Context: an optimization exercise on an open-source flow, tuned for small area and a short achievable clock period. The choices shown serve that exercise and are no tape-out recipe. Function was checked by simulation only, so behaviour that the tests miss may differ from the original.

run 1:
==> flow/design.v (excerpt) <==
module mult64_top(
    input              clk,
    input      [63:0]  a,
    input      [63:0]  b,
    output reg [127:0] prod
    );
Size: about 9600 cells after synthesis, roughly 130 flip-flops, about 260 I/O pins, about 89000 sq um of cells after synthesis.
clock: 16.0 ns
lec_check: 0
abc_area: 1
cap_margin: 20
core_margin: 2
core_utilization: 40
setup_slack_margin: 5
slew_margin: 20
synth_hierarchical: 1
run.sh (not shown) runs the stock make flow with config.mk's settings and CLKGATE_MAP_FILE= SYNTH_SCRIPT=/design/flow/synth_recipe.tcl, a recipe that flattens the netlist after the stock synthesis.
What run 2 does differently from run 1 at the input level:
Settings: an added TNS_END_PERCENT of 0; an added CTS_CLUSTER_SIZE of 10; a change of CORE_UTILIZATION from 40 to 50; an added CTS_CLUSTER_DIAMETER of 40; a deleted SETUP_SLACK_MARGIN that had been 5.
==> flow/flow/run.sh (new file) <==
#!/bin/bash
set -euo pipefail
bash standard.sh SETUP_SLACK_MARGIN=6.2 "BUFFER_PORTS_ARGS=-buffer_cell sky130_fd_sc_hd__buf_2" finish > standard_flow.log 2>&1
==> flow/standard.sh (new file) <==
#!/bin/bash
# synth_recipe.tcl (not shown) runs the flow's synth.tcl, then flattens the netlist and writes it again
# the make line also repeats each setting of config.mk as NAME=value (left out here)
make -C /OpenROAD-flow-scripts/flow DESIGN_CONFIG=/design/flow/config.mk WORK_HOME=/design/flow/orfs CLKGATE_MAP_FILE= SYNTH_SCRIPT=/design/flow/synth_recipe.tcl "${@:-finish}"
removed: flow/run.sh
--- outcome ---
- Run 2 vs run 1 — final weighted congestion in routability-driven placement rose 2.3%.
- Per the comparison of run 2 with run 1, layout multi-input combinational cell count level, required time at the endpoint of the critical path now sits higher.
- Run 2 gives more number of antenna violations at the first check in global routing than run 1 did.
- Number of global-route vias before repair for run 2: 680 down relative to run 1
- On global router's overall resource usage, the lower figure sits with run 1, not run 2.
- The faster design of the two is run 2; run 1 tops out lower.
- In the metrics for run 2 and run 1, the one carrying the higher share of final-layout standard cells stronger than drive strength 1 is run 2.
For run 3, these inputs were changed with respect to run 2:
==> flow/flow/run.sh <==
#!/bin/bash
set -euo pipefail
bash standard.sh SETUP_SLACK_MARGIN=6.0 "BUFFER_PORTS_ARGS=-buffer_cell sky130_fd_sc_hd__buf_2" finish > standard_flow.log 2>&1
--- outcome ---
Looking at run 3 and run 2, the number of placement rows is a wash. Summary of run 3 over run 2: count of mapped cells out of synthesis has remained practically unchanged; global routing met1 resource utilization -0.39 points; first-pass GRT wire length flat. Diff run 2 -> run 3: final wirelength dropped about 1.8%; area overhead of the layout relative to synthesis down 2.3 points; number of buffer and inverter instances along the worst setup path now sits lower.
Inputs modified between run 3 and run 4:
Settings: a deleted CTS_CLUSTER_SIZE that had been 10; a deleted CTS_CLUSTER_DIAMETER that had been 40; a change of CORE_UTILIZATION from 50 to 40.
==> flow/flow/run.sh <==
#!/bin/bash
set -euo pipefail
bash standard.sh SETUP_SLACK_MARGIN=6.2 finish > standard_flow.log 2>&1
Results
Via count of the first global-routing pass ended up 1874 higher on run 4 than on run 3. Run 3 → run 4: sequential share of layout area ~0 delta; post-synthesis to final-layout area growth +5.9 points; global-route track usage on met1 -9.3 points. Minimum clock period came out higher on run 4 than on run 3. Higher last weighted congestion value of the routability-driven placer was reported by run 3, not run 4. Run 4 packs its core looser than run 3. Relative to run 3, final design area excluding fillers increased by 5200 sq um in run 4. Run 4 ends up with a via count that is 1120 higher than in run 3. Wire length was lower in run 3 than in run 4.
diff inputs: run 4 => run 5
==> flow/flow/run.sh <==
#!/bin/bash
set -euo pipefail
bash standard.sh SETUP_SLACK_MARGIN=6.0 "BUFFER_PORTS_ARGS=-buffer_cell sky130_fd_sc_hd__buf_2" finish > standard_flow.log 2>&1
Findings:
Post-route standard cell area excluding fillers went down by a few percent going from run 4 to run 5.
Post-layout minimum cycle time ends up lower on run 5.
Run 5 vs. run 4: worst hold slack after final layout down 190 ps, max-cap violation count flat, critical path depth up 4.
Re total of fill cells in the finished design: run 5 and run 4 aren't equal, and the lower value belongs to run 4.
Run 5 vs run 4 — met3 demand-to-capacity share in global routing dropped 0.62 points.
Compared with run 4, run 5 improves highest clock rate.
Run 5 vs run 4 — critical path buffer and inverter count rose 2.

-- afterwards: timing with drivers on the ports --
No port has a modelled driver above. Below, the same layouts with a new extraction and two added sets of constraints. Step 1 sets driving cells, clkbuf_16 on the clock port and buf_2 on the other inputs (assumed; they add their load-dependent delay and slew). Step 2, shift: input delay + t, output delay - t, t = (earliest + latest rising clock arrival at the registers) / 2. This alone moves slack from input paths to output paths. a / b / c = no drivers / after step 1 / after step 2; a / b = the first two.
| run | shift t [ns] | setup slack, ns | worst setup path at the end | latest minus earliest clock arrival (ns) | cell pins on the clock port's net |
|---|---|---|---|---|---|
| run 1 | 0.683 | 5.034 / 5.028 / 4.344 | input to register | 0.039 / 0.039 | 1 |
| run 2 | 0.690 | 6.165 / 6.034 / 5.344 | input to register | 0.045 / 0.044 | 1 |
| run 3 | 0.690 | 5.941 / 5.952 / 5.262 | input to register | 0.043 / 0.043 | 1 |
| run 4 | 0.712 | 5.877 / 5.801 / 5.088 | input to register | 0.034 / 0.035 | 1 |
| run 5 | 0.701 | 5.950 / 5.870 / 5.170 | input to register | 0.047 / 0.047 | 1 |
After both steps setup and hold are still met in every run listed. For run 2, which loses most, drivers alone change the setup slack by -0.131 ns; drivers and shift together by -0.821 ns.
